From an optimization exercise on the open Yosys and OpenROAD flow, aimed at small area and a short achievable clock period; shortcuts taken in it are not production practice. Function was checked by simulation only, so behaviour that the tests miss may differ from the original. No activity file was given, so power comes from the tool's default toggle rates.

==> flow/design.v, too long to show whole: its modules and the start of the top module <==
// module alu: 874 lines
// module cpa: 141 lines
// module ltu: 3 lines
// module ovf: 57 lines
// module sfx4: 6 lines
// module ao8: 3 lines
// module ovsel: 6 lines
// module mx2: 3 lines
// module omux: 3 lines
// module outsel: 14 lines
// module fa: 4 lines
// module ha: 4 lines
module alu #(
    parameter DATA_WIDTH = 32,
    parameter INST_WIDTH = 4
)(
    input                   i_clk,
    input                   i_rst_n,
    input  [DATA_WIDTH-1:0] i_data_a,
    input  [DATA_WIDTH-1:0] i_data_b,
    input  [INST_WIDTH-1:0] i_inst,
    input                   i_valid,
    output [DATA_WIDTH-1:0] o_data,
    output                  o_overflow,
    output                  o_valid
);
  // ...
==> flow/flow/run.sh <==
#!/bin/bash
# The standard ORFS layout (standard synthesis included), except that the
# port buffers are plain buffers (buf_4) rather than the delay cell that
# buffer_ports picks on its own; every port still gets its buffer.
set -uo pipefail
export BUFFER_PORTS_ARGS="-buffer_cell sky130_fd_sc_hd__buf_4"
bash standard.sh finish > flow_make.log 2>&1
status=$?
cp -r orfs/logs flow_logs 2>/dev/null || true
exit $status
==> flow/standard.sh <==
#!/bin/bash
# synth_recipe.tcl (not shown) runs the flow's synth.tcl, then flattens the netlist and writes it again
# the make line also repeats each setting of config.mk as NAME=value (left out here)
make -C /OpenROAD-flow-scripts/flow DESIGN_CONFIG=/design/flow/config.mk WORK_HOME=/design/flow/orfs CLKGATE_MAP_FILE= SYNTH_SCRIPT=/design/flow/synth_recipe.tcl "${@:-finish}"
==> flow/config.mk <==
export PLATFORM = sky130hd
export DESIGN_NAME = alu
export DESIGN_NICKNAME = alu
export VERILOG_FILES = /design/flow/design.v
export SDC_FILE = /design/flow/constraint.sdc
export NUM_CORES = 4
export LEC_CHECK = 0
export CAP_MARGIN = 20
export CORE_MARGIN = 2
export CORE_UTILIZATION = 45
export PLACE_DENSITY = 0.6
export SETUP_SLACK_MARGIN = 4.5
export SLEW_MARGIN = 20
export SYNTH_HIERARCHICAL = 1
export SYNTH_MINIMUM_KEEP_SIZE = 0
==> flow/constraint.sdc <==
create_clock -name core_clock -period 13.0 [get_ports {i_clk}]
set_input_delay 2.6000 -clock core_clock [delete_from_list [all_inputs] [get_ports {i_clk}]]
set_output_delay 2.6000 -clock core_clock [all_outputs]
set_load 0.01 [all_outputs]
==> flow_summary.json, run 1 <==
{
  "top_usage_layer": "met2",
  "leakagePower_nw": 7.61,
  "route.detailed.drc": 0,
  "fill_cells": 3644,
  "netlist_area_um2": 17600,
  "ir_drop_uv": 183,
  "synthCells": 1871,
  "wl_met1_mm": 27.1,
  "ant_nets": 0,
  "top_regs": "o_data_r: 32 flops, o_overflow_r: 1 flops, o_valid_r: 1 flops",
  "avgSynthCellArea_um2": 9.43,
  "n_antenna_cell": 0,
  "dr.pass1.iters": 6,
  "cpLargestDelayFamily": "adder cells",
  "crit_chain": "buf_4, ha_4, buf_6, a22oi_1, xnor2_1, fa_1, fa_1, fa_1, fa_1, fa_1, a221o_1, ha_1, a21o_1, a21o_1, a221o_1, o21ai_2, a21oi_1, ha_1, nor2_1, xnor2_1, a211o_1",
  "switching_share": 0.520,
  "dieArea_um2": 40800,
  "multi_input_cells": 1597,
  "grtUsageMet2": 0.509,
  "num_tap_cells": 518,
  "ys_seq_area_frac": 0.0482,
  "postLayoutCoreUtil": 0.492,
  "cts_hold_buf": 0,
  "power.density_nw_per_um2": 180,
  "design.seq.count": 34,
  "clock_buffers": 7,
  "status": "timing/DRC/antenna clean",
  "power_frac_comb": 0.915,
  "grt_pass1_wl_mm": 100,
  "yosys.area.top_type": "fa_1",
  "multi_input_area_um2": 15900,
  "postCtsSetupBuffers": 0,
  "yosysWarnings": 8,
  "die_h_um": 202,
  "crit_start": "i_data_b[3]",
  "highest_layer": "met4",
  "mostFrequentLayoutCell": "xnor2_1",
  "detail_route.iter0.violations": 1810,
  "fin_crit_sh": 0.640
}
==> run 2: changes to the inputs <==
--- a/flow/config.mk
+++ b/flow/config.mk
@@ -10,5 +10,5 @@
 export CORE_UTILIZATION = 45
 export PLACE_DENSITY = 0.6
-export SETUP_SLACK_MARGIN = 4.5
+export SETUP_SLACK_MARGIN = 5
 export SLEW_MARGIN = 20
 export SYNTH_HIERARCHICAL = 1
==> flow_summary.json, run 2 <==
{
  "synth_cell_types": 79,
  "mostFrequentLayoutCell": "xnor2_1",
  "cp.required_ns": 13.23,
  "vias": 16563,
  "syn2layout_area_growth_pct": 18.1,
  "crit_chain": "buf_4, nand2b_1, o21ai_2, buf_6, a22oi_1, xnor2_1, fa_1, fa_1, fa_1, fa_1, fa_1, a221o_1, ha_1, o21ai_1, o21a_2, o31ai_4, mux2i_1, o311ai_2, a311oi_2, a211o_1",
  "cp.arrival_ns": 8.34,
  "async_reset_ff_frac": 1.00,
  "place_congestion": 0.959,
  "top_regs": "o_data_r: 32 flops, o_overflow_r: 1 flops, o_valid_r: 1 flops",
  "die_h_um": 202,
  "clockRootBuffer": "clkbuf_16",
  "worstSetupPathType": "primary input to register",
  "synth-edff-count": 0,
  "critPathSlowestCell": "fa_1",
  "synth_top_area_share": 0.255,
  "yosys-top-cells-area": "fa_1, xnor2_1, a22oi_1, ha_1, dfrtp_1",
  "grt_pass1_vias": 16741,
  "max_stage_delay_ns": 0.60,
  "dr.pass1.iters": 6,
  "cts_hold_buf": 0,
  "fin_nets": 2346,
  "min_path_type": "primary input to asynchronous set/reset pin",
  "critPathMaxFanout": 18,
  "fmax_mhz": 123,
  "avgSynthCellArea_um2": 9.43,
  "syn_nets": 2292,
  "detail_route.iter0.violations": 1887,
  "largest_register": "o_data_r",
  "boundaryPins": 105,
  "synthTopCellsByCount": "xnor2_1, a22oi_1, fa_1",
  "cts_buffers": 5,
  "routed_via_density": 6.78,
  "rows": 72,
  "cpMostUsedCell": "fa_1",
  "dp_hpwl_mm": 44.8,
  "synth_most_common_cell": "xnor2_1",
  "antenna_found_initial": 1,
  "largest_reg_flops": 32,
  "leakagePower_nw": 8.30,
  "cap_violations": 0,
  "worstMarginPinSlew_ns": 0.998,
  "synth_seq_cells": 34,
  "dieArea_um2": 40800,
  "initial_utilization": 0.456,
  "drive_gt1_frac": 0.223,
  "crit_path_start_kind": "primary input",
  "ant_nets": 0,
  "status": "timing/DRC/antenna clean",
  "fill_cells": 3418,
  "fin_setup_tns_ns": 0,
  "ir_drop_uv": 191,
  "numPortBuffers": 104,
  "rsz0062_at_grt": "true",
  "wirelength_mm": 71.3,
  "setup_ws_ns": 4.88,
  "yosys.area.top_type": "fa_1",
  "ys_seq_area_frac": 0.0482,
  "htreeDepth": 2,
  "grt.total_usage": 0.336,
  "clockBufferDepth": 2,
  "netlist_area_um2": 17600,
  "die-width_um": 202,
  "clock_sinks": 34,
  "path_clk_slew_ns": 0.05,
  "grt_pass1_wl_mm": 105,
  "drv_slew": 0,
  "dp_slack_ns": 3.71,
  "final_cell_mix": "xnor2_1, a22oi_1, fa_1, buf_4, nand2_1",
  "core_um2": 38600,
  "synth_flop_cell": "dfrtp_1",
  "power.density_nw_per_um2": 174,
  "finalSetupViolations": 0,
  "gr-total-overflow": 0,
  "grt_start_max_net_pins": 67,
  "cts_tree": "yes",
  "fin_crit_sh": 0.624,
  "synthCells": 1871,
  "worst_setup_path_end_kind": "register",
  "n_antenna_cell": 0,
  "relSlewSlack": 0.335,
  "wl_per_cell_um": 29.2,
  "period_minus_slack_ns": 8.12,
  "route.detailed.drc": 0,
  "yosysWarnings": 8,
  "finalHoldViolations": 0
}
==> run 2: cell counts after synthesis <==
Identical to the previous run, type by type.
==> run 2: Yosys stat by module (local to each module, per instance), a selection <==
module,area [um2],cells inside
ha,12.5,1
ovf,1090,149
fa,20.0,1
cpa,1770,242
omux,22.5,1
mx2,15.0,1
ao8,36.3,5
ltu,777,108
alu,6960,926
==> run 2: final cells by class <==
| cell class | count | area [um2] | area share |
|---|---|---|---|
| Sequential cell | 34 | 851 | 0.0408 |
| Tap cell | 518 | 648 | 0.0311 |
| Clock buffer | 7 | 133 | 0.00637 |
| Inverter | 56 | 268 | 0.0129 |
| Timing Repair Buffer | 228 | 2350 | 0.113 |
| Multi-Input combinational cell | 1598 | 16600 | 0.795 |
| Timing Repair inverter | 2 | 17.5 | 0.000841 |
==> run 2: what timing repair did <==
item	CTS	global route
pin swaps	48	121
setup buffers	35	51
resized for setup	133	112
endpoints found under the setup margin	18	15
gates cloned	9	8
==> run 2: worst paths after layout <==
path                       slack (ns)           end  cells past startpoint          from
max in group asynchronous       10.35  o_data_r[10]                      1       i_rst_n
worst max-delay path             4.88  o_data_r[31]                     20  i_data_b[15]
worst min-delay path             2.29   o_data_r[1]                      1       i_rst_n
min in group core_clock          2.49     o_valid_r                      1       i_valid
==> run 2: power breakdown <==
group | switching [W] | internal, W
combinational | 0.00176 | 0.00158
clock | 0.0000483 | 0.0000702
sequential | 0.0000177 | 0.000144
total | 0.00183 | 0.00179
==> run 2: cells by family after synthesis <==
kind of cell	after synthesis	share of synthesized area
AO/OA/AOI/OAI	509	0.218
XOR/XNOR	340	0.171
adder cells (fa/ha/maj)	350	0.344
buffers and inverters	240	0.0602
flip-flops	34	0.0482
multiplexers	38	0.0485
other	2	0.000426
AND/OR/NAND/NOR	358	0.109
==> run 2: per-layer routing <==
| layer | vias up | track usage | part of all wire |
|---|---|---|---|
| li1 | 6838 | - | - |
| met1 | 8322 | 0.455 | 0.39 |
| met2 | 1172 | 0.533 | 0.45 |
| met3 | 229 | 0.0542 | 0.11 |
| met4 | 2 | 0.146 | 0.047 |
| met5 | - | 0 | 0.00021 |
==> run 2: worst max-delay path: cells and delay by family <==
kind                     cells  cell delay (ns)
adder cells (fa/ha/maj)      6             2.78
AO/OA/AOI/OAI                9             1.90
buffers and inverters        2             0.50
multiplexers                 1             0.26
XOR/XNOR                     1             0.18
AND/OR/NAND/NOR              1             0.10
==> run 2: stage by stage <==
step	total power, W	area, um2	std cells	hold slack (ns)	utilization
floorplan	0.00216	17700	1871	2.30	-
global placement	0.00309	18400	2333	2.60	0.477
detailed placement	0.00315	18400	2333	2.60	0.477
CTS	0.00344	19800	2384	2.30	0.513
global route	0.00395	20800	2443	2.32	0.539
finish	0.00362	20800	2443	2.29	0.539
==> run 3: changes to the inputs <==
--- a/flow/config.mk
+++ b/flow/config.mk
@@ -10,6 +10,7 @@
 export CORE_UTILIZATION = 45
 export PLACE_DENSITY = 0.6
-export SETUP_SLACK_MARGIN = 5
+export SETUP_SLACK_MARGIN = 4.5
 export SLEW_MARGIN = 20
 export SYNTH_HIERARCHICAL = 1
 export SYNTH_MINIMUM_KEEP_SIZE = 0
+export TNS_END_PERCENT = 10
==> flow_summary.json, run 3 <==
{
  "status": "timing/DRC/antenna clean",
  "clockRootBuffer": "clkbuf_16",
  "relSlewSlack": 0.196,
  "synth-adder-area-share": 0.344,
  "core_um2": 38600,
  "synth_top_area_share": 0.255,
  "detail_route.iter0.violations": 1742,
  "cap_violations": 0,
  "gr-total-overflow": 0,
  "synthCells": 1871,
  "path_clk_slew_ns": 0.06,
  "synth_xor_area_frac": 0.171,
  "fill_cells": 3649,
  "yosysWarnings": 8,
  "netlist_area_um2": 17600,
  "antenna_found_initial": 0,
  "place_congestion": 0.921,
  "drive_gt1_frac": 0.129,
  "ys_seq_area_frac": 0.0482,
  "synth-compound-area-share": 0.218,
  "fin_crit_sh": 0.640,
  "n_antenna_cell": 0,
  "htreeDepth": 2,
  "rsz0062_at_grt": "true",
  "grt_pass1_wl_mm": 100,
  "finalHoldViolations": 0,
  "min_path_type": "primary input to asynchronous set/reset pin",
  "period_minus_slack_ns": 8.32,
  "routed_via_density": 6.73,
  "power.density_nw_per_um2": 180,
  "grt.total_usage": 0.322,
  "crit_path_start_kind": "primary input",
  "syn2layout_area_growth_pct": 7.68,
  "fmax_mhz": 120,
  "cp.arrival_ns": 8.50,
  "wl_per_cell_um": 28.3,
  "grt_start_max_net_pins": 74,
  "ant_nets": 0,
  "wirelength_mm": 66.5,
  "die-width_um": 202,
  "synth-edff-count": 0,
  "dr.pass1.iters": 6,
  "vias": 15828,
  "route.detailed.drc": 0,
  "synth_flop_cell": "dfrtp_1",
  "clockBufferDepth": 2,
  "stdcell_count": 2351,
  "finalSetupViolations": 0,
  "drv_slew": 0,
  "die_h_um": 202,
  "final_cell_mix": "xnor2_1, a22oi_1, fa_1, buf_4, ha_1",
  "synth.area.mux_share": 0.0485,
  "critPathMaxFanout": 19,
  "fin_nets": 2253,
  "ir_drop_uv": 181,
  "worstMarginPinSlew_ns": 1.21,
  "numPortBuffers": 104,
  "cts_buffers": 5,
  "worst_setup_path_end_kind": "register",
  "synth_top_family_by_area": "adder cells",
  "yosys.area.top_type": "fa_1",
  "synth_cell_types": 79,
  "worstSetupPathType": "primary input to register",
  "leakagePower_nw": 7.61,
  "async_reset_ff_frac": 1.00,
  "syn_nets": 2292,
  "grt_pass1_vias": 16009,
  "dp_hpwl_mm": 44.6,
  "top_regs": "o_data_r: 32 flops, o_overflow_r: 1 flops, o_valid_r: 1 flops",
  "synthTopCellsByCount": "xnor2_1, a22oi_1, fa_1",
  "largest_register": "o_data_r",
  "yosys-top-cells-area": "fa_1, xnor2_1, a22oi_1, ha_1, dfrtp_1",
  "synth_seq_cells": 34,
  "mostFrequentLayoutCell": "xnor2_1",
  "cts_tree": "yes",
  "avgSynthCellArea_um2": 9.43,
  "synthSimpleGateAreaFrac": 0.109,
  "initial_utilization": 0.456,
  "boundaryPins": 105,
  "fin_setup_tns_ns": 0,
  "cp.required_ns": 13.18,
  "rows": 72,
  "clock_sinks": 34,
  "largest_reg_flops": 32,
  "synth_most_common_cell": "xnor2_1",
  "dieArea_um2": 40800,
  "dpl.cell_count": 2333
}
## run 3: worst max-delay path by stage
stage,from,end,cells past startpoint
after floorplan,i_data_b[5],o_data_r[30],20
after global placement,i_data_b[1],o_data_r[28],22
after detailed placement,i_data_b[1],o_data_r[30],22
after CTS,i_data_b[9],o_overflow_r,17
after global routing,i_data_b[1],o_data_r[31],20
final,i_data_b[3],o_data_r[30],21
## run 3: layout make-up
class	instances	area (um2)	area share
inverter	56	284	0.0150
tap	518	648	0.0341
timing repair buffer	138	1160	0.0611
clock buffer	7	143	0.00751
clock inverter	1	5.00	0.000264
multi-input combinational	1597	15900	0.837
sequential	34	851	0.0448
## run 3: kinds of logic after synthesis
family	count (synthesis)
AO/OA/AOI/OAI	509
AND/OR/NAND/NOR	358
adder cells (fa/ha/maj)	350
XOR/XNOR	340
buffers and inverters	240
multiplexers	38
flip-flops	34
other	2
## run 3: layer usage
metal	routed length [um]	global-route usage	share of wire
met1	26800	0.436	0.40
met2	30400	0.509	0.46
met3	6970	0.0545	0.10
met4	2330	0.136	0.035
met5	0	0	0
## run 3: critical path, stage by stage
cell and delay (ns):
buf_4 0.18, ha_4 0.38, buf_6 0.25, a22oi_1 0.14, xnor2_1 0.19, fa_1 0.47, fa_1 0.47, fa_1 0.39
fa_1 0.50, fa_1 0.42, a221o_1 0.36, ha_1 0.36, a21o_1 0.22, a21o_1 0.18, a221o_1 0.42, o21ai_2 0.22
a21oi_1 0.09, ha_1 0.19, nor2_1 0.11, xnor2_1 0.08, a211o_1 0.27
## run 3: what timing repair did
action                                  in CTS  in global routing
endpoints found under the setup margin      16                 10
resized for setup                           18                 55
hold buffers                                 0                  0
setup buffers                                0                  8
pin swaps                                    0                  1
gates cloned                                 0                  2
## run 3: Yosys stat by module (local to each module, per instance)
module | times used | cells inside | cell area, um2 | flops+latches
alu | 1 | 926 | 6960 | 34
cpa | 1 | 242 | 1770 | 0
mx2 | 1 | 1 | 15.0 | 0
ha | 63 | 1 | 12.5 | 0
outsel | 1 | 79 | 1150 | 0
ovsel | 1 | 4 | 27.5 | 0
fa | 225 | 1 | 20.0 | 0
ovf | 1 | 149 | 1090 | 0
ao8 | 8 | 5 | 36.3 | 0
ltu | 1 | 108 | 777 | 0
omux | 2 | 1 | 22.5 | 0
sfx4 | 8 | 4 | 27.5 | 0
## run 3: metrics by stage
step                      total power, W  worst slack, ns  hold WS (ns)   util  area [um2]
final                            0.00342             4.68          2.28  0.491       19000
after floorplan                  0.00216             4.87          2.30      -       17600
after detailed placement         0.00322             3.45          2.62  0.477       18400
after CTS                        0.00336             4.48          2.30  0.482       18600
after global routing             0.00373             4.47          2.32  0.491       19000
after global placement           0.00315             3.61          2.61  0.477       18400
## run 3: power by group
| part | switching, W | internal, W |
|---|---|---|
| Clock | 0.0000526 | 0.0000762 |
| Combinational | 0.00170 | 0.00142 |
| Sequential | 0.0000180 | 0.000144 |
==> run 4: changes to the inputs <==
--- a/flow/config.mk
+++ b/flow/config.mk
@@ -8,9 +8,8 @@
 export CAP_MARGIN = 20
 export CORE_MARGIN = 2
-export CORE_UTILIZATION = 45
-export PLACE_DENSITY = 0.6
+export CORE_UTILIZATION = 60
+export PLACE_DENSITY = 0.75
 export SETUP_SLACK_MARGIN = 4.5
 export SLEW_MARGIN = 20
 export SYNTH_HIERARCHICAL = 1
 export SYNTH_MINIMUM_KEEP_SIZE = 0
-export TNS_END_PERCENT = 10
==> flow_summary.json, run 4 <==
{
  "power_w": 0.00328,
  "ys_seq_area_frac": 0.0482,
  "timing.hold.ws_ns": 2.28,
  "avgSynthCellArea_um2": 9.43,
  "dp_slack_ns": 3.94,
  "gr-total-overflow": 0,
  "place_congestion": 1.01,
  "mostFrequentLayoutCell": "xnor2_1",
  "dr.pass1.iters": 7,
  "boundaryPins": 105,
  "placed_area_um2": 18200,
  "top_regs": "o_data_r: 32 flops, o_overflow_r: 1 flops, o_valid_r: 1 flops",
  "synth-edff-count": 0,
  "synth_seq_cells": 34,
  "fin_nets": 2260,
  "relSlewSlack": 0.341,
  "regArea_um2": 851,
  "status": "timing/DRC/antenna clean",
  "path_clk_slew_ns": 0.06,
  "synth_cell_types": 79,
  "clock_sinks": 34,
  "setup_ws_ns": 4.64,
  "largest_register": "o_data_r",
  "min_path_type": "primary input to asynchronous set/reset pin",
  "route.detailed.drc": 0,
  "antenna_found_initial": 0,
  "largest_reg_flops": 32,
  "period_minus_slack_ns": 8.36,
  "syn2layout_area_growth_pct": 6.77,
  "clockRootBuffer": "clkbuf_16",
  "cpLargestDelayFamily": "adder cells",
  "synthCells": 1871,
  "numPortBuffers": 104,
  "fin_crit_sh": 0.643,
  "cap_violations": 0,
  "ir_drop_uv": 146,
  "cp.required_ns": 13.23,
  "syn_nets": 2292,
  "detail_route.iter0.violations": 2252,
  "n_antenna_cell": 0,
  "wirelength_mm": 62.7,
  "top_usage_layer": "met2",
  "critPathSlowestCell": "ha_2",
  "fin_setup_tns_ns": 0,
  "cp.arrival_ns": 8.59,
  "netlist_area_um2": 17600,
  "die-width_um": 175,
  "vias": 16191,
  "use_met3": 0.0939,
  "crit_path_start_kind": "primary input",
  "die_h_um": 175,
  "stdcell_area_um2": 18800,
  "power.density_nw_per_um2": 174,
  "finalSetupViolations": 0,
  "initial_utilization": 0.611,
  "worstMarginPinSlew_ns": 0.988,
  "yosysWarnings": 8,
  "crit_chain": "buf_4, ha_2, a22oi_1, xnor2_1, fa_1, fa_1, fa_1, fa_1, fa_1, a221o_1, ha_1, a211oi_1, o21a_1, o31ai_4, mux2i_1, o311ai_0, a311oi_1, a211o_1",
  "yosys.area.top_type": "fa_1",
  "synthTopCellsByCount": "xnor2_1, a22oi_1, fa_1",
  "core_um2": 28900,
  "rsz0062_at_grt": "true",
  "critPathBufInv": 1,
  "critPathMaxFanout": 17,
  "max_stage_delay_ns": 0.64,
  "multi_input_area_um2": 15900,
  "cts_buffers": 5,
  "async_reset_ff_frac": 1.00,
  "use_met1": 0.533,
  "final_cell_mix": "xnor2_1, a22oi_1, fa_1, buf_4, ha_1",
  "grt_start_max_net_pins": 67,
  "finalHoldViolations": 0,
  "grt.total_usage": 0.400,
  "grt_pass1_vias": 16016,
  "cts_tree": "yes",
  "fill_cells": 2384,
  "leakagePower_nw": 7.61,
  "grt_pass1_wl_mm": 94.2,
  "worst_setup_path_end_kind": "register",
  "htreeDepth": 2,
  "dp_hpwl_mm": 41.8,
  "dieArea_um2": 30800,
  "clockBufferDepth": 2,
  "grtUsageMet2": 0.624,
  "cts_hold_buf": 0,
  "rows": 62,
  "cpMostUsedCell": "fa_1",
  "fmax_mhz": 120,
  "synth_most_common_cell": "xnor2_1",
  "wl_per_cell_um": 28.2,
  "routed_via_density": 7.28,
  "yosys-top-cells-area": "fa_1, xnor2_1, a22oi_1, ha_1, dfrtp_1",
  "synth_top_area_share": 0.255,
  "drive_gt1_frac": 0.132,
  "ant_nets": 0,
  "worstSetupPathType": "primary input to register",
  "synth_flop_cell": "dfrtp_1",
  "drv_slew": 0
}
[run 4: cell counts after synthesis]
No cell type changed its count.
[run 4: what timing repair did]
item	CTS	global route
setup endpoints to repair	10	9
pin swaps	0	4
resized for setup	15	44
buffers inserted	4	15
[run 4: layer usage]
metal / vias up / wire [um] / share of wire
met2: 1325 / 28300 / 0.45
li1: 6670 / - / -
met3: 250 / 8440 / 0.13
met1: 7946 / 23300 / 0.37
met4: 0 / 2750 / 0.044
met5: - / 0 / 0
[run 4: worst max path at each step]
stage	cells after the start	slack [ns]	startpoint	to
final	18	4.64	i_data_b[15]	o_data_r[31]
after global routing	19	4.45	i_data_b[5]	o_data_r[31]
after CTS	19	4.42	i_data_b[20]	o_data_r[31]
after detailed placement	19	3.94	i_data_b[14]	o_data_r[31]
after global placement	21	4.07	i_data_b[3]	o_data_r[30]
after floorplan	20	4.87	i_data_b[5]	o_data_r[30]
[run 4: layout make-up]
cell class / instances / area share
Clock inverter: 2 / 0.000532
Timing Repair Buffer: 145 / 0.0652
Inverter: 56 / 0.0140
Multi-Input combinational cell: 1597 / 0.843
Clock buffer: 5 / 0.00664
Sequential cell: 34 / 0.0452
Tap cell: 384 / 0.0255
[run 4: per-stage QoR]
stage	util	cells
6_report	0.653	2223
5_1_grt	0.653	2223
4_1_cts	0.640	2208
3_5_place_dp	0.632	2197
3_3_place_gp	0.632	2197
2_1_floorplan	-	1871
[run 4: kinds of logic after synthesis]
kind of cell	Yosys count	synth area share
fa+ha+maj	350	0.344
other cells	2	0.000426
flops	34	0.0482
simple gates	358	0.109
compound gates	509	0.218
buf+inv	240	0.0602
xor+xnor	340	0.171
mux	38	0.0485
[run 4: Yosys stat by module, one instance, submodules excluded]
module | flip-flops and latches | copies in the design
cpa | 0 | 1
sfx4 | 0 | 8
mx2 | 0 | 1
ovf | 0 | 1
outsel | 0 | 1
fa | 0 | 225
ao8 | 0 | 8
ha | 0 | 63
ovsel | 0 | 1
ltu | 0 | 1
alu | 34 | 1
omux | 0 | 2
[run 4: power by group]
part / leakage (nW) / total (W) / switching (W) / internal, W
clock network: 0.0694 / 0.000119 / 0.0000497 / 0.0000693
logic: 7.11 / 0.00300 / 0.00162 / 0.00138
registers: 0.429 / 0.000163 / 0.0000192 / 0.000144
==> run 5: changes to the inputs <==
--- a/flow/config.mk
+++ b/flow/config.mk
@@ -8,7 +8,7 @@
 export CAP_MARGIN = 20
 export CORE_MARGIN = 2
-export CORE_UTILIZATION = 60
-export PLACE_DENSITY = 0.75
-export SETUP_SLACK_MARGIN = 4.5
+export CORE_UTILIZATION = 45
+export PLACE_DENSITY = 0.6
+export SETUP_SLACK_MARGIN = 4
 export SLEW_MARGIN = 20
 export SYNTH_HIERARCHICAL = 1
==> flow_summary.json, run 5 <==
{
  "core_um2": 38600,
  "finalHoldViolations": 0,
  "cp.arrival_ns": 8.99,
  "routed_via_density": 6.70,
  "yosys.area.top_type": "fa_1",
  "synthTopCellsByCount": "xnor2_1, a22oi_1, fa_1",
  "critPathMaxFanout": 12,
  "dieArea_um2": 40800,
  "min_path_type": "primary input to asynchronous set/reset pin",
  "crit_chain": "buf_4, nand2b_1, o21ai_1, a22oi_1, xnor2_1, fa_1, fa_1, fa_1, fa_1, fa_1, a221o_1, ha_1, o21ai_0, o21a_1, o31ai_2, mux2i_1, o311ai_0, a311oi_1, a211o_1",
  "fin_crit_sh": 0.674,
  "gr-total-overflow": 0,
  "netlist_area_um2": 17600,
  "clockRootBuffer": "clkbuf_16",
  "yosysWarnings": 8,
  "initial_utilization": 0.456,
  "die-width_um": 202,
  "grt_pass1_wl_mm": 100,
  "power.density_nw_per_um2": 183,
  "worstSetupPathType": "primary input to register",
  "synth-edff-count": 0,
  "async_reset_ff_frac": 1.00,
  "cpMostUsedCell": "fa_1",
  "max_stage_delay_ns": 0.91,
  "numPortBuffers": 104,
  "cts_buffers": 5,
  "cpLargestDelayFamily": "compound AO/OA/AOI/OAI gates",
  "htreeDepth": 2,
  "grt_pass1_vias": 16015,
  "n_antenna_cell": 0,
  "route.detailed.drc": 0,
  "synth_top_area_share": 0.255,
  "boundaryPins": 105,
  "cap_violations": 0,
  "grt_start_max_net_pins": 74,
  "largest_register": "o_data_r",
  "dr.pass1.iters": 6,
  "status": "timing/DRC/antenna clean",
  "syn2layout_area_growth_pct": 5.53,
  "cp.depth": 19,
  "avgSynthCellArea_um2": 9.43,
  "synth_cell_types": 79,
  "postCtsSetupBuffers": 0,
  "mostFrequentLayoutCell": "xnor2_1",
  "syn_nets": 2292,
  "ir_drop_uv": 180,
  "detail_route.iter0.violations": 1770,
  "critPathBufInv": 1,
  "clock_sinks": 34,
  "ys_seq_area_frac": 0.0482,
  "worstMarginPinSlew_ns": 1.22,
  "crit_path_start_kind": "primary input",
  "synth_seq_cells": 34,
  "antenna_found_initial": 0,
  "rows": 72,
  "critPathSlowestCell": "o21ai_1",
  "place_congestion": 0.921,
  "clockBufferDepth": 2,
  "dp_hpwl_mm": 44.6,
  "fill_cells": 3674,
  "rsz0062_at_grt": "false",
  "vias": 15696,
  "die_h_um": 202,
  "synthCells": 1871,
  "period_minus_slack_ns": 8.76,
  "leakagePower_nw": 7.49,
  "synth_flop_cell": "dfrtp_1",
  "ant_nets": 0,
  "top_regs": "o_data_r: 32 flops, o_overflow_r: 1 flops, o_valid_r: 1 flops",
  "regArea_um2": 851,
  "fmax_mhz": 114,
  "drive_gt1_frac": 0.117,
  "grt.total_usage": 0.322,
  "timing.hold.ws_ns": 2.27,
  "final_cell_mix": "xnor2_1, a22oi_1, fa_1, buf_4, ha_1",
  "drv_slew": 0,
  "finalSetupViolations": 0,
  "cts_tree": "yes",
  "path_clk_slew_ns": 0.05,
  "relSlewSlack": 0.184,
  "yosys-top-cells-area": "fa_1, xnor2_1, a22oi_1, ha_1, dfrtp_1",
  "worst_setup_path_end_kind": "register",
  "fin_nets": 2243,
  "fin_setup_tns_ns": 0,
  "cp.required_ns": 13.23,
  "multi_input_area_um2": 15800,
  "largest_reg_flops": 32,
  "synth_most_common_cell": "xnor2_1",
  "wl_per_cell_um": 28.3,
  "wirelength_mm": 66.2
}
run 5: cell counts after synthesis:
Identical to the previous run, type by type.
run 5: worst paths after layout:
check / startpoint / end / slack [ns]
setup / recovery: i_data_b[20] / o_data_r[31] / 4.24
hold / removal: i_rst_n / o_overflow_r / 2.27
max in group asynchronous: i_rst_n / o_data_r[18] / 10.35
min in group core_clock: i_valid / o_valid_r / 2.48
run 5: power breakdown:
group | switching (W) | internal, W
registers | 0.0000179 | 0.000144
logic | 0.00171 | 0.00141
clock network | 0.0000522 | 0.0000762
run 5: repair_timing:
action | in CTS | in global routing
hold buffers | 0 | 0
resized for setup | 2 | 8
setup endpoints to repair | 10 | 5
run 5: cell type report:
class                           count  area share
Tap cell                          518      0.0348
Inverter                           56      0.0115
Sequential cell                    34      0.0457
Clock buffer                        7     0.00766
Clock inverter                      1    0.000269
Timing Repair Buffer              128      0.0523
Multi-Input combinational cell   1597       0.848
run 5: per-layer routing:
metal	share of wire	GRT usage	up-vias
li1	-	-	6631
met1	0.41	0.438	7935
met5	0	0	-
met4	0.039	0.136	0
met3	0.10	0.0551	152
met2	0.45	0.507	978
run 5: through the flow:
stage | cell area (um2) | std cells | util | setup slack (ns) | total power, W
6_report | 18600 | 2341 | 0.482 | 4.24 | 0.00341
5_1_grt | 18600 | 2341 | 0.482 | 4.00 | 0.00370
4_1_cts | 18600 | 2341 | 0.481 | 4.17 | 0.00336
3_5_place_dp | 18400 | 2333 | 0.477 | 3.45 | 0.00322
3_3_place_gp | 18400 | 2333 | 0.477 | 3.61 | 0.00315
2_1_floorplan | 17600 | 1871 | - | 4.87 | 0.00216
run 5: cell families (layout without fill, tap and decap cells):
group,Yosys count,count (layout),synth area share
AO/OA/AOI/OAI,509,509,0.218
AND/OR/NAND/NOR,358,358,0.109
buffers and inverters,240,192,0.0602
flip-flops,34,34,0.0482
other,2,2,0.000426
XOR/XNOR,340,340,0.171
multiplexers,38,38,0.0485
adder cells (fa/ha/maj),350,350,0.344
run 5: modules after synthesis, one instance, submodules excluded:
module | copies in the design | cells | flip-flops and latches
ltu | 1 | 108 | 0
outsel | 1 | 79 | 0
ovf | 1 | 149 | 0
fa | 225 | 1 | 0
mx2 | 1 | 1 | 0
ovsel | 1 | 4 | 0
alu | 1 | 926 | 34
ao8 | 8 | 5 | 0
ha | 63 | 1 | 0
sfx4 | 8 | 4 | 0
cpa | 1 | 242 | 0
omux | 2 | 1 | 0
==> run 6: changes to the inputs <==
==> flow/flow/run.sh (replaced) <==
#!/bin/bash
# The standard ORFS layout (standard synthesis included), except that the
# port buffers are plain buffers (buf_2) rather than the delay cell that
# buffer_ports picks on its own; every port still gets its buffer.
set -uo pipefail
export BUFFER_PORTS_ARGS="-buffer_cell sky130_fd_sc_hd__buf_2"
bash standard.sh finish > flow_make.log 2>&1
status=$?
cp -r orfs/logs flow_logs 2>/dev/null || true
exit $status
--- a/flow/config.mk
+++ b/flow/config.mk
@@ -10,5 +10,5 @@
 export CORE_UTILIZATION = 45
 export PLACE_DENSITY = 0.6
-export SETUP_SLACK_MARGIN = 4
+export SETUP_SLACK_MARGIN = 4.5
 export SLEW_MARGIN = 20
 export SYNTH_HIERARCHICAL = 1
==> flow_summary.json, run 6 <==
{
  "synth-edff-count": 0,
  "status": "timing/DRC/antenna clean",
  "critPathMaxFanout": 25,
  "yosys-top-cells-area": "fa_1, xnor2_1, a22oi_1, ha_1, dfrtp_1",
  "antenna_found_initial": 0,
  "boundaryPins": 105,
  "max_stage_delay_ns": 0.53,
  "cts_tree": "yes",
  "leakagePower_nw": 7.60,
  "ir_drop_uv": 157,
  "regArea_um2": 851,
  "vias": 15656,
  "numPortBuffers": 104,
  "synth_top_area_share": 0.255,
  "cts_hold_buf": 0,
  "detail_route.iter0.violations": 1502,
  "die_h_um": 202,
  "cp.arrival_ns": 8.61,
  "clock_sinks": 34,
  "wl_per_cell_um": 27.4,
  "initial_utilization": 0.456,
  "cap_violations": 0,
  "fin_crit_sh": 0.648,
  "rows": 72,
  "top_regs": "o_data_r: 32 flops, o_overflow_r: 1 flops, o_valid_r: 1 flops",
  "dieArea_um2": 40800,
  "grt_pass1_wl_mm": 98.8,
  "clockRootBuffer": "clkbuf_16",
  "power.density_nw_per_um2": 181,
  "grt.total_usage": 0.315,
  "internal_power_w": 0.00166,
  "synth_cell_types": 79,
  "pwr-share-clk": 0.036,
  "n_antenna_cell": 0,
  "core_um2": 38600,
  "largest_reg_flops": 32,
  "relSlewSlack": 0.330,
  "place_congestion": 0.933,
  "avgSynthCellArea_um2": 9.43,
  "path_clk_slew_ns": 0.06,
  "synthTopCellsByCount": "xnor2_1, a22oi_1, fa_1",
  "mostFrequentLayoutCell": "xnor2_1",
  "finalHoldViolations": 0,
  "ant_nets": 0,
  "clockBufferDepth": 2,
  "critPathSlowestCell": "fa_1",
  "period_minus_slack_ns": 8.43,
  "fmax_mhz": 119,
  "cp.required_ns": 13.18,
  "finalSetupViolations": 0,
  "seqPwrFrac": 0.046,
  "worstSetupPathType": "primary input to register",
  "power.switching_w": 0.00178,
  "cpMostUsedCell": "fa_1",
  "netlist_area_um2": 17600,
  "gr-total-overflow": 0,
  "wirelength_mm": 64.9,
  "crit_chain": "buf_2, ha_1, buf_4, a22oi_1, xnor2_1, ha_1, fa_1, fa_1, fa_1, fa_1, fa_1, a221o_1, ha_1, o21a_1, nor2_1, o31ai_4, buf_4, buf_4, nor4_2, a311oi_2, a211o_1",
  "crit_start": "i_data_b[7]",
  "route.detailed.drc": 0,
  "die-width_um": 202,
  "worst_setup_path_end_kind": "register",
  "cts_buffers": 5,
  "worstMarginPinSlew_ns": 1.01,
  "final_cell_mix": "xnor2_1, a22oi_1, fa_1, ha_1, buf_2",
  "syn_nets": 2292,
  "power_w": 0.00343,
  "synth_seq_cells": 34,
  "async_reset_ff_frac": 1.00,
  "drive_gt1_frac": 0.151,
  "syn2layout_area_growth_pct": 7.77,
  "largest_register": "o_data_r",
  "power_frac_comb": 0.918,
  "dp_hpwl_mm": 44.3,
  "critPathBufInv": 4,
  "switching_share": 0.518,
  "multi_input_area_um2": 16000,
  "dr.pass1.iters": 6,
  "cpLargestDelayFamily": "adder cells",
  "synthCells": 1871,
  "htreeDepth": 2,
  "crit_path_start_kind": "primary input",
  "min_path_type": "primary input to asynchronous set/reset pin",
  "ys_seq_area_frac": 0.0482,
  "yosysWarnings": 8,
  "grt_pass1_vias": 16043,
  "synth_most_common_cell": "xnor2_1",
  "fin_nets": 2272,
  "fill_cells": 3626,
  "grt_start_max_net_pins": 67,
  "drv_slew": 0,
  "synth_flop_cell": "dfrtp_1",
  "yosys.area.top_type": "fa_1",
  "fin_setup_tns_ns": 0,
  "rsz0062_at_grt": "true",
  "routed_via_density": 6.61
}
-- run 6: cells by family (layout without fill, tap and decap cells) --
logic type               Yosys count  count (layout)  synth area share
buffers and inverters            240             221            0.0602
adder cells (fa/ha/maj)          350             350             0.344
AO/OA/AOI/OAI                    509             509             0.218
multiplexers                      38              38            0.0485
XOR/XNOR                         340             340             0.171
flip-flops                        34              34            0.0482
AND/OR/NAND/NOR                  358             358             0.109
other                              2               2          0.000426
-- run 6: layout make-up --
cell class | count | area share
Clock buffer | 5 | 0.00658
Clock inverter | 3 | 0.00112
Inverter | 56 | 0.0131
Multi-Input combinational cell | 1597 | 0.843
Sequential cell | 34 | 0.0448
Tap cell | 518 | 0.0341
Timing Repair Buffer | 157 | 0.0573
-- run 6: what timing repair did --
action                                  CTS  global route
cloned                                    2             2
endpoints found under the setup margin   13            13
setup buffers                             6             8
pin swaps                                 3            33
gates resized for setup                  29            56
-- run 6: through the flow --
stage	hold WS (ns)	cell area [um2]	worst slack, ns	utilization	cells
5_1_grt	2.49	19000	4.43	0.492	2370
3_5_place_dp	2.76	18300	3.73	0.472	2344
3_3_place_gp	2.76	18300	3.89	0.472	2344
2_1_floorplan	2.30	17600	4.87	-	1871
4_1_cts	2.45	18600	4.47	0.482	2360
6_report	2.42	19000	4.57	0.492	2370
-- run 6: layer usage --
| layer | global-route usage | routed length [um] | up-vias |
|---|---|---|---|
| li1 | - | - | 6691 |
| met1 | 0.421 | 26700 | 7912 |
| met2 | 0.516 | 30200 | 903 |
| met5 | 0 | 0 | - |
| met3 | 0.0472 | 5770 | 150 |
| met4 | 0.116 | 2260 | 0 |
-- run 6: power groups by stage --
stage                     clock network (W)  logic, W  registers (W)
after floorplan                           0   0.00199       0.000175
after global placement                    0   0.00295       0.000161
after detailed placement                  0   0.00302       0.000160
after CTS                          0.000126   0.00304       0.000158
after global routing               0.000129   0.00345       0.000161
final                              0.000123   0.00315       0.000158
-- run 6: per-module statistics from Yosys, one instance, submodules excluded --
module	cells inside	area [um2]	copies in the design	flops+latches
outsel	79	1150	1	0
alu	926	6960	1	34
ao8	5	36.3	8	0
ltu	108	777	1	0
omux	1	22.5	2	0
ovf	149	1090	1	0
fa	1	20.0	225	0
cpa	242	1770	1	0
sfx4	4	27.5	8	0
mx2	1	15.0	1	0
ovsel	4	27.5	1	0
ha	1	12.5	63	0
-- run 6: worst max-delay path by stage --
stage | to | slack [ns] | cells past startpoint
4_1_cts | o_data_r[31] | 4.47 | 21
3_5_place_dp | o_data_r[30] | 3.73 | 22
2_1_floorplan | o_data_r[30] | 4.87 | 20
6_report | o_data_r[31] | 4.57 | 21
5_1_grt | o_data_r[31] | 4.43 | 20
3_3_place_gp | o_data_r[30] | 3.89 | 22

-- separate check: timing with driven ports --
Ports are ideal in the flow. The routed layouts listed here were re-timed in OpenROAD. Step 1 (the two cells are an assumption about what drives the block):
set clk [get_ports {i_clk}]
set_driving_cell -lib_cell sky130_fd_sc_hd__clkbuf_16 $clk
set_driving_cell -lib_cell sky130_fd_sc_hd__buf_2 [delete_from_list [all_inputs] $clk]
Step 2 also shifts input and output timing later by t, the mid clock arrival at the registers, as if the neighbouring blocks saw the same clock. a / b / c = ideal ports / drivers / drivers and shift; a / b = the first two.
run | t (ns) | setup WS [ns] | latest minus earliest clock arrival (ns) | slew at the worst register clock pin (ns) | worst slew at a driven data input, ns
run 1 | 0.346 | 4.683 / 4.645 / 4.299 | 0.009 / 0.008 | 0.06 / 0.06 | 0.20
run 2 | 0.331 | 4.883 / 4.766 / 4.435 | 0.006 / 0.007 | 0.06 / 0.06 | 0.27
run 3 | 0.345 | 4.680 / 4.655 / 4.310 | 0.005 / 0.005 | 0.06 / 0.06 | 0.19
run 4 | 0.326 | 4.639 / 4.660 / 4.334 | 0.009 / 0.009 | 0.06 / 0.06 | 0.05
run 5 | 0.340 | 4.238 / 4.245 / 3.906 | 0.007 / 0.007 | 0.06 / 0.06 | 0.07
run 6 | 0.335 | 4.572 / 4.596 / 4.261 | 0.008 / 0.008 | 0.06 / 0.06 | 0.04
After both steps every run listed still meets setup and hold. The setup slack of run 2, which loses most, moves by -0.117 ns with the drivers and by -0.448 ns with both steps.
